From an optimization exercise on the open Yosys and OpenROAD flow, aimed at a short achievable clock period and few clock cycles; shortcuts taken in it are not production practice. No run shown here included a check of the RTL's function; only the layout flow was run. Power and IR drop assume default switching activity.

===== design.v =====
`timescale 1ns / 1ps
module Integration(input clk,
	 input rst,
	 output [31:0]mem_addr,
	 output [31:0]mem_wdata,
	 output mem_we,
	 input [31:0]mem_rdata
 );
	localparam OP_R = 6'b000000, OP_LW = 6'b100011, OP_SW = 6'b101011,
	           OP_BEQ = 6'b000100, OP_J = 6'b001000;
	reg [31:0] rf [0:9];
	reg [9:0] pc_f;
	reg d_valid;
	reg [31:0] d_ir;
	reg [9:0] d_pc;
	reg e_valid;
	reg [9:0] e_pc;
	reg e_rwe;           
	reg [3:0] e_wa;
	reg e_ld, e_st, e_beq;
	reg [4:0] e_rs, e_rt;
	reg [31:0] e_a, e_b, e_opb;
	reg e_opb_b;         
	reg e_cin, e_and;
	reg [9:0] e_tgt;
	reg e_tgt_nz;        
	reg m_active, m_st, m_ldwe;
	reg [3:0] m_wa;
	reg [31:0] m_addr, m_data;
	wire stall = m_active;
	wire [31:0] sum = e_a + e_opb + {31'b0, e_cin};
	wire [31:0] res = e_and ? (e_a & e_b) : sum;
	wire e_exec = e_valid & ~stall;
	wire e_wr = e_exec & e_rwe;
	wire e_redirect = e_exec & e_beq & e_tgt_nz & (e_a == e_b);
	wire [5:0] d_op = d_ir[31:26];
	wire [4:0] d_rs = d_ir[25:21];
	wire [4:0] d_rt = d_ir[20:16];
	wire [4:0] d_rd = d_ir[15:11];
	wire [5:0] d_fn = d_ir[5:0];
	wire [31:0] d_sext = {{16{d_ir[15]}}, d_ir[15:0]};
	wire [9:0] d_tgt = d_pc + 10'd1 + d_ir[9:0];
	wire d_tgt_nz = |d_ir[9:0];
	wire d_isr = (d_op == OP_R);
	wire d_isld = (d_op == OP_LW);
	wire d_isst = (d_op == OP_SW);
	wire d_isbeq = (d_op == OP_BEQ);
	wire d_same = (d_rs == d_rt);
	wire d_sub = d_isr & (d_fn == 6'd1);
	wire d_and = d_isr & (d_fn == 6'd2);
	wire d_redirect = ~stall & ~e_redirect & d_valid & d_isbeq & d_same & d_tgt_nz;
	wire [31:0] rf_a = (d_rs < 5'd10) ? rf[d_rs[3:0]] : 32'b0;
	wire [31:0] rf_b = (d_rt < 5'd10) ? rf[d_rt[3:0]] : 32'b0;
	wire byp_a = e_wr & (d_rs == {1'b0, e_wa});
	wire byp_b = e_wr & (d_rt == {1'b0, e_wa});
	wire [31:0] a_val = byp_a ? res : rf_a;
	wire [31:0] b_val = byp_b ? res : rf_b;
	wire f_isj = (mem_rdata[31:26] == OP_J);
	wire fetch_ok = ~stall & ~e_redirect & ~d_redirect;
	wire smc_hit = m_st & ((e_valid & (m_addr[9:0] == e_pc)) |
	                       (d_valid & (m_addr[9:0] == d_pc)));
	wire [9:0] smc_pc = e_valid ? e_pc : d_pc;
	wire ld_a = m_ldwe & (e_rs == {1'b0, m_wa});
	wire ld_b = m_ldwe & (e_rt == {1'b0, m_wa});
	assign mem_addr = {m_addr[31:10], stall ? m_addr[9:0] : pc_f};
	assign mem_wdata = m_data;
	assign mem_we = m_st;
	always @(posedge clk) begin
		if (e_wr)
			rf[e_wa] <= res;
		else if (m_ldwe)
			rf[m_wa] <= mem_rdata;
	end
	always @(posedge clk or posedge rst) begin
		if (rst) begin
			pc_f <= 0;
			d_valid <= 0;
			d_ir <= 0;
			d_pc <= 0;
			e_valid <= 0;
			e_pc <= 0;
			e_rwe <= 0;
			e_wa <= 0;
			e_ld <= 0;
			e_st <= 0;
			e_beq <= 0;
			e_rs <= 0;
			e_rt <= 0;
			e_a <= 0;
			e_b <= 0;
			e_opb <= 0;
			e_opb_b <= 0;
			e_cin <= 0;
			e_and <= 0;
			e_tgt <= 0;
			e_tgt_nz <= 0;
			m_active <= 0;
			m_st <= 0;
			m_ldwe <= 0;
			m_wa <= 0;
			m_addr <= 0;
			m_data <= 0;
		end else begin
			m_active <= e_exec & (e_ld | e_st);
			m_st <= e_exec & e_st;
			m_ldwe <= e_exec & e_ld & (e_rt < 5'd10);
			if (e_exec) begin
				m_wa <= e_rt[3:0];
				m_addr <= sum;
				m_data <= e_b;
			end
			if (stall) begin
				if (ld_a)
					e_a <= mem_rdata;
				if (ld_b) begin
					e_b <= mem_rdata;
					if (e_opb_b)
						e_opb <= e_cin ? ~mem_rdata : mem_rdata;
				end
				if (smc_hit) begin
					e_valid <= 0;
					d_valid <= 0;
					pc_f <= smc_pc;
				end
			end else begin
				if (e_redirect) begin
					e_valid <= 0;
				end else begin
					e_valid <= d_valid;
				end
				e_pc <= d_pc;
				e_rwe <= d_valid & d_isr & (d_rd < 5'd10);
				e_wa <= d_isr ? d_rd[3:0] : d_rt[3:0];
				e_ld <= d_valid & d_isld;
				e_st <= d_valid & d_isst;
				e_beq <= d_valid & d_isbeq & ~d_same;
				e_rs <= d_rs;
				e_rt <= d_rt;
				e_a <= a_val;
				e_b <= b_val;
				e_opb <= (d_isld | d_isst) ? d_sext : (d_sub ? ~b_val : b_val);
				e_opb_b <= d_isr;
				e_cin <= d_sub;
				e_and <= d_and;
				e_tgt <= d_tgt;
				e_tgt_nz <= d_tgt_nz;
				d_valid <= fetch_ok;
				d_ir <= mem_rdata;
				d_pc <= pc_f;
				if (e_redirect)
					pc_f <= e_tgt;
				else if (d_redirect)
					pc_f <= d_tgt;
				else if (f_isj)
					pc_f <= mem_rdata[9:0];
				else
					pc_f <= pc_f + 10'd1;
			end
		end
	end
endmodule

===== run.sh =====
#!/bin/bash
# synth_recipe.tcl (not shown) runs the flow's synth.tcl, then flattens the netlist and writes it again
# the make line also repeats each setting of config.mk as NAME=value (left out here)
make -C /OpenROAD-flow-scripts/flow DESIGN_CONFIG=/design/flow/config.mk WORK_HOME=/design/flow/orfs CLKGATE_MAP_FILE= SYNTH_SCRIPT=/design/flow/synth_recipe.tcl finish

===== config.mk =====
export PLATFORM = sky130hd
export DESIGN_NAME = Integration
export DESIGN_NICKNAME = Integration
export VERILOG_FILES = /design/flow/design.v
export SDC_FILE = /design/flow/constraint.sdc
export NUM_CORES = 4
export LEC_CHECK = 0
export CAP_MARGIN = 20
export CORE_MARGIN = 2
export CORE_UTILIZATION = 40
export SLEW_MARGIN = 20

===== constraint.sdc =====
create_clock -name core_clock -period 8.0 [get_ports {clk}]
set_input_delay 1.6000 -clock core_clock [delete_from_list [all_inputs] [get_ports {clk}]]
set_output_delay 1.6000 -clock core_clock [all_outputs]
set_load 0.01 [all_outputs]

==> summary.txt, run 1 <==
* First-pass GRT wire length at between 100 and 150 mm
* Post-CTS Resized at 0
* Clock network power share at 34.2%
* Most area-hungry cell type in the Yosys netlist: edfxtp_1
* Fin. max-slew vios at 0
* Avg WL per Cell at 25.9 um
* Placed insts at between 3,000 and 4,000
* Setup ws final at ~3.8 ns
* Setup violations, final at 0
* Leakage at between 10 and 15 nW
* 1st-pass router iterations at 5
* Post-synth EDFFs at 320
* Reg2reg start: e_a[0]
* Die Ht at 286 um
* Critical path endpoint: rf[4][24]
* Core area at ~0.079 mm^2
* Nets at 2,694
* Vias at ~22,000
* WP data arrival at roughly 4.5 ns
* Antenna violations before repair at 0
* R2R Path End: rf[4][24]
* CP required at 8.32 ns
* Switching Share at just under 30%
* PortBufs at 98
* Routed wire length at ~95 mm
* Fin Setup TNS at 0 ns
* Post-route cell area at 0.0356 mm^2
* Vias in the first global route at between 20,000 and 25,000
* Commonest non-fill, non-tap cell in the layout: edfxtp_1
* Routed Antenna Nets at 0
* FP Rows at 103
* Worst-Skew Late Latency at approximately 0.65 ns
* Internal at 6.02 mW
* Crit-path cells: fa_1 -> fa_1 -> a21o_1 -> and4_1 -> o2111ai_2 -> a21o_2 -> a21oi_1 -> xor2_1 -> a21boi_0 -> a21oi_1
* Gr usage total at between 20 and 25%
* Area Growth Syn to Fin at 12.3%
* Max Freq at around 240 MHz
* Clock Tree Buf Depth at 3
* CTS Buf Count at 60
* Yosys warns at 1
* Top cells by area, synth: edfxtp_1 30%, dfrtp_1 21%, mux4_2 9.1%
* Final GP Congestion at approximately 1
* # DRC at 0
* Mapped Area at roughly 0.032 mm^2
* Total power at ~8.6 mW
* Initial core utilization at roughly two fifths
* RSZ-0062 raised after global routing: false
* Hold WS at 0.479 ns
* Slew headroom at between 30% and 40%
* Setup CP Type: register to register
* CP startpoint kind: register
* FFs w/ async S/R, synth at approximately 45%
* Slowest CP cell: a21oi_1
* Postcts setup bufs at 0
* Fin. Hold Viols at 0
* Critical path's largest stage delay at around 0.79 ns
* Post-layout min period at 4.21 ns
* Syn Area/Cell at about 12 um^2
* Status: timing/DRC/antenna clean
* Clock sink count at 583
* Reg-to-reg slack, setup at roughly 3.8 ns
* Power Dens Cells at 241 mW/mm^2
* Commonest cells after routing, fill and taps aside: 320 x edfxtp_1, 252 x dfrtp_1, 207 x nand2_1
* Die width at ~290 um
* Max rail drop VDD at approximately 0.20 mV
* GR Overflow Total at 0
* Hold-fix buffers, CTS at 0
* Worst r2r path cells at 10
* CTS tree: built
* Worst Hold Class: register to register
* Largest net degree at the start of global routing at between 150 and 200
* Yosys reg bits at ~580
* Synth cell types at 84
* Comb pwr share at a little over a fifth
* Vias/cell at ~6
* Setup WS pre-CTS at between 3 and 4 ns
* Worst Max-Slew Pin Slew at about 1 ns
* Most common flop cell mapped by yosys: edfxtp_1
* Reg clk slew, reported paths at ~0.06 ns
* Switch Pwr at 2.55 mW
* Max cap viols at 0
* Mapped Cells at 2,581
* Crit end category: register
* Die footprint at between 0.08 and 0.09 mm^2
* Area post-placement at about 0.034 mm^2
* Sequential element share of the synthesized area at approximately half
* Share of layout cells above drive strength 1 at 16.7%
* Sequential power share at approximately 45%
* IO Count at about 100
* Syn nets at ~2,700
* Top cell type's share of synthesized area at between 30% and 40%
* DRT iter0 DRCs at 2,132
* Final Util at 45.2%
* Fin crit share at about 53%
* H-Tree Depth at 2
* Final Non-Filler Cells at about 3,700
* CP max FO at 10
* Critical Path Source: e_a[0]
* Clock tree root driver cell: clkbuf_16
* Hpwl dp at roughly 63 mm
* Clk_skew at around 0.024 ns
## routing by layer
layer  global-route usage (%)  up-vias  wire length, um
li1                         -     9771                -
met1                     32.5    11228            41800
met2                     37.0      826            44400
met3                     3.59      140             6480
met4                     6.95        0             2850
met5                        0        -                0
## worst min path at each step
stage                          start          to  slack [ns]  depth (start not counted)
after floorplan              e_rt[4]      m_ldwe        0.43                          1
after global placement      e_tgt[5]    e_tgt[5]        0.46                          2
after detailed placement   e_opb[12]   e_opb[12]        0.47                          2
after CTS                  e_opb[12]   e_opb[12]        0.48                          2
after global routing       e_opb[14]   e_opb[14]        0.50                          2
final                     m_addr[23]  m_addr[23]        0.48                          2
## flip-flops by register name, summed over array words and instances (netlist names), 4 cells and up
name	cells
d_pc	10
e_rs	5
m_addr	32
pc_f	10
e_pc	10
e_wa	4
d_ir	32
e_opb	32
e_tgt	10
m_wa	4
e_b	32
e_a	32
rf	320
m_data	32
e_rt	5
## cells by family (layout without fill, tap and decap cells)
| group | count (synthesis) | count (layout) | synth area share [%] |
|---|---|---|---|
| flip-flops | 583 | 583 | 51.0 |
| AND/OR/NAND/NOR | 564 | 564 | 8.39 |
| AO/OA/AOI/OAI | 558 | 558 | 11.4 |
| multiplexers | 426 | 426 | 19.0 |
| buffers and inverters | 241 | 296 | 3.51 |
| XOR/XNOR | 134 | 134 | 3.70 |
| adder cells (fa/ha/maj) | 75 | 75 | 3.03 |
| other | 0 | 1 | 0 |
## cell usage after synthesis, types with 37 or more instances
cell type,number
xnor2_1,87
mux2i_1,177
nor2_1,146
a21oi_1,176
mux2_2,121
a211oi_1,71
xor2_1,47
clkbuf_1,117
o21ai_0,116
edfxtp_1,320
mux4_2,128
nand2_1,207
inv_1,37
ha_1,72
nor2b_1,52
dfrtp_1,263
buf_4,37
## area by class of cell
| class | count | area, um^2 |
|---|---|---|
| fill | 7067 | 43100 |
| sequential | 583 | 16200 |
| multi-input combinational | 1757 | 14500 |
| clock buffer | 84 | 1710 |
| timing repair buffer | 146 | 1360 |
| tap | 1050 | 1310 |
| clock inverter | 29 | 344 |
| inverter | 37 | 143 |
| antenna | 1 | 2.50 |
## power by group through the flow
stage	clock, mW	sequential [mW]	combinational (mW)
after detailed placement	0	3.89	1.78
final	2.93	3.84	1.80
after floorplan	0	3.76	1.24
after global placement	0	3.88	1.75
after CTS	2.98	3.83	1.79
after global routing	3.10	3.87	1.96
## critical path: cells and delay by family (launching register included)
kind	cells	cell delay, ns
and+or+nand+nor	1	0.23
AOI/OAI and AO/OA	6	2.10
DFF	1	0.41
xor gates and xnor gates	1	0.21
adders and majority gates	2	0.92
==> run 2: changes to the inputs <==
--- a/config.mk
+++ b/config.mk
@@ -6,6 +6,8 @@
 export NUM_CORES = 4
 export LEC_CHECK = 0
+export ABC_CLOCK_PERIOD_IN_PS = 2000
 export CAP_MARGIN = 20
 export CORE_MARGIN = 2
 export CORE_UTILIZATION = 40
+export SETUP_SLACK_MARGIN = 5
 export SLEW_MARGIN = 20
==> run 2 against run 1 <==
Sequential power is essentially flat. Critical endpoint is now e_b[16]. Largest cell class is now multi-input combinational cells. Synthesized cell count is the same. Non-clock buffer count grew 143.
==> summary.txt, run 2 <==
* Clk_skew at 0.0235 ns (-0.000645 ns)
* Crit-path cells: buf_12 -> fa_2 -> fa_2 -> a21o_1 -> and4_4 -> o2111ai_4 -> buf_12 -> a21boi_4 -> o21ai_2 -> a21boi_2 -> o31ai_4 -> a22o_1 -> buf_4 -> nor2_1 -> a21oi_1
* Setup violations, final at 0 (unchanged)
* Delay-heaviest family, CP: compound AO/OA/AOI/OAI gates
* R2R Path End: e_b[16]
* Mapped Cells at 2,581 (unchanged)
* CP required at 8.56 ns (+0.24 ns)
* Post-layout min period at 3.44 ns (-0.770 ns)
* Reg2reg start: e_cin
* Reg-to-reg slack, setup at 4.56 ns (+0.77 ns)
* Vias in the first global route at 23,483 (+8.1%)
* Max cap viols at 0 (unchanged)
* Status: timing/DRC/antenna clean
* Max reg flops at 320 (unchanged)
* Largest net degree at the start of global routing at 88 (-45%)
* CP max FO at 5 (-5)
* Top cell type's share of synthesized area at 30.3% (unchanged)
* Cell with the most instances after synthesis: edfxtp_1
* Die Ht at 286 um (unchanged)
* Share of layout cells above drive strength 1 at 30.3% (+14 points)
* Area Growth Syn to Fin at 23.8%
* Clock tree root driver cell: clkbuf_16
* Nets at 2,850 (+5.8%)
* Avg WL per Cell at 27.2 um (+4.9%)
* Placed insts at 3,573 (+0.056%)
* Final GP Congestion at 0.974 (-0.27%)
* PortBufs at 98 (unchanged)
* Clock sink count at 583 (unchanged)
* Routed wire length at 104 mm (+9.3%)
* Total power at 9.11 mW (+6.3%)
* Die width at 286 um (unchanged)
* FFs w/ async S/R, synth at 45.1% (unchanged)
* Synth cell types at 84 (unchanged)
* Leakage at 14.8 nW (+13%)
* Gr usage total at 25.0% (+1.9 points)
* Worst Min Path Start: m_addr[11]
* DRT iter0 DRCs at 2,481 (+16%)
* Fin. Hold Viols at 0 (unchanged)
* GR Overflow Total at 0 (unchanged)
* Worst r2r path cells at 15 (+5)
* CTS tree: built
* Hpwl dp at 62.1 mm (-0.84%)
* Hold-fix buffers, CTS at 0 (unchanged)
* Critical path's largest stage delay at 0.42 ns (-0.37 ns)
* Worst Hold Class: register to register
* Max rail drop VDD at 0.163 mV (-19%)
* Slew headroom at 23.0% (-9.7 points)
* Mapped Area at 0.0317 mm^2 (unchanged)
* Post-synth EDFFs at 320 (unchanged)
* Sequential element share of the synthesized area at 51.0% (unchanged)
* IO Count at 99 (unchanged)
* Commonest cells post-synth: 320 x edfxtp_1, 263 x dfrtp_1, 207 x nand2_1
* Worst-Skew Late Latency at 0.64 ns (about the same)
* Power Dens Cells at 232 mW/mm^2 (-3.6%)
* Fin Setup TNS at 0 ns (unchanged)
* # DRC at 0 (unchanged)
* Post-route cell area at 0.0393 mm^2 (+10%)
* CP startpoint kind: register
* Max Freq at 290 MHz (+22%)
* Clock Tree Buf Depth at 3 (unchanged)
* Syn nets at 2,690 (unchanged)
* FP Rows at 103 (unchanged)
* Most common flop cell mapped by yosys: edfxtp_1
* Die footprint at 0.0816 mm^2 (unchanged)
* Top cells by area, synth: edfxtp_1 30%, dfrtp_1 21%, mux4_2 9.1%
* WP data arrival at 4.00 ns (-0.53 ns)
* Area post-placement at 0.0336 mm^2 (+0.28%)
* First-pass GRT wire length at 154 mm (+8.5%)
* Reg with most FFs: rf
* Routed Antenna Nets at 0 (unchanged)
* Antenna violations before repair at 4 (+4)
* Bufs and invs on worst path at 3 (+3)
* Final Non-Filler Cells at 3,842 (+4.2%)
* Worst Max-Slew Pin Slew at 1.15 ns (+0.159 ns)
* Vias/cell at 6.10 (+2.4%)
* Yosys warns at 1 (unchanged)
* Most area-hungry cell type in the Yosys netlist: edfxtp_1
* RSZ-0062 raised after global routing: true
* Reg clk slew, reported paths at 0.06 ns (about the same)
* CTS Buf Count at 59 (-1.7%)
* Initial core utilization at 40.3% (unchanged)
* Fin crit share at 43.0% (-9.6 points)
* 1st-pass router iterations at 8 (+3)
* Yosys reg bits at 583 (unchanged)
* Fin. max-slew vios at 0 (unchanged)
* Syn Area/Cell at 12.3 um^2 (unchanged)
* Hold EP: m_addr[11]
* Vias at 23,432 (+6.7%)
* Crit end category: register
* Setup CP Type: register to register
* Commonest cells after routing, fill and taps aside: 320 x edfxtp_1, 247 x dfrtp_1, 177 x mux2i_1
* Commonest non-fill, non-tap cell in the layout: edfxtp_1
* H-Tree Depth at 2 (unchanged)
* Slowest CP cell: dfrtp_2
* Worst hold path depth at 2 (unchanged)
* Core area at 0.0787 mm^2 (unchanged)
-- run 2: stage by stage --
step | util, % | hold WS [ns] | setup WS [ns]
2_1_floorplan | - | 0.425 | 2.93
4_1_cts | 48.2 | 0.447 | 4.61
6_report | 49.9 | 0.475 | 4.56
5_1_grt | 49.9 | 0.471 | 4.45
3_5_place_dp | 42.7 | 0.446 | 3.69
3_3_place_gp | 42.7 | 0.446 | 3.71
-- run 2: final cells by class --
| cell class | count | area, um^2 |
|---|---|---|
| Antenna cell | 1 | 2.50 |
| Clock buffer | 79 | 1670 |
| Clock inverter | 32 | 365 |
| Fill cell | 6716 | 39500 |
| Inverter | 37 | 146 |
| Multi-Input combinational cell | 1771 | 16500 |
| Sequential cell | 583 | 16200 |
| Tap cell | 1050 | 1310 |
| Timing Repair Buffer | 289 | 3090 |
-- run 2: worst max-delay path by stage --
stage,cells past startpoint,endpoint,startpoint
floorplan,1,d_ir[0],rst
finish,15,e_b[16],e_cin
global route,14,e_opb[16],e_cin
detailed placement,12,e_opb[14],e_valid
global placement,10,pc_f[2],mem_rdata[26]
CTS,4,mem_addr[5],m_active
-- run 2: cells by family after synthesis --
| family | share of synthesized area [%] |
|---|---|
| buffers and inverters | 3.51 |
| DFF | 51.0 |
| muxes | 19.0 |
| adders and majority gates | 3.03 |
| AOI/OAI and AO/OA | 11.4 |
| and+or+nand+nor | 8.39 |
| xor gates and xnor gates | 3.70 |
-- run 2: timing repair --
action                     in CTS  in global routing
resized for setup             390                186
cloned                         22                  4
setup endpoints to repair     861                450
pin swaps                      95                 90
setup buffers                  82                 49
hold endpoints to repair        0                  0
-- run 2: power by group --
part / total [mW] / internal [mW] / switching (mW) / leakage [nW]
registers: 3.84 / 3.53 / 0.301 / 6.19
clock network: 2.93 / 1.69 / 1.24 / 0.997
logic: 2.34 / 1.06 / 1.28 / 7.59
total: 9.11 / 6.29 / 2.82 / 14.8
-- run 2: worst reg2reg max path, stage by stage, from the launching register on --
cell	delay (ns)
dfrtp_2	0.42
buf_12	0.13
fa_2	0.37
fa_2	0.35
a21o_1	0.21
and4_4	0.19
o2111ai_4	0.21
buf_12	0.17
a21boi_4	0.06
o21ai_2	0.16
a21boi_2	0.11
o31ai_4	0.41
a22o_1	0.26
buf_4	0.12
nor2_1	0.03
a21oi_1	0.16
-- run 2: metal layers --
metal	track usage (%)	wire, um	vias to the layer above	share of wire [%]
met5	0	8	-	0.0077
met2	40.4	48800	1072	47
met4	8.12	3910	2	3.7
met3	4.11	8440	224	8.1
li1	-	-	10108	-
met1	34.6	43200	12026	41

-- port drivers added, routing unchanged --
No port has a modelled driver above. Below, the same layouts with a new extraction and two added sets of constraints. Step 1 sets driving cells, clkbuf_16 on the clock port and buf_2 on the other inputs (assumed; they add their load-dependent delay and slew). Step 2, shift: input delay + t, output delay - t, t = (earliest + latest rising clock arrival at the registers) / 2. This alone moves slack from input paths to output paths. Slacks: no drivers / after step 1 / after step 2; pairs: no drivers / after step 1.
run | t, ns | slack for setup (ns) | worst hold slack (ns) | worst setup path at the end | worst register clock-pin slew, ns
run 1 | 0.706 | 3.787 / 3.787 / 3.757 | 0.479 / 0.479 / 0.479 | input to register | 0.07 / 0.07
run 2 | 0.698 | 4.557 / 4.557 / 4.475 | 0.475 / 0.475 / 0.475 | input to register | 0.07 / 0.07
After both steps every run listed still meets setup and hold. The setup slack of run 2, which loses most, moves by 0.000 ns with the drivers and by -0.082 ns with both steps.
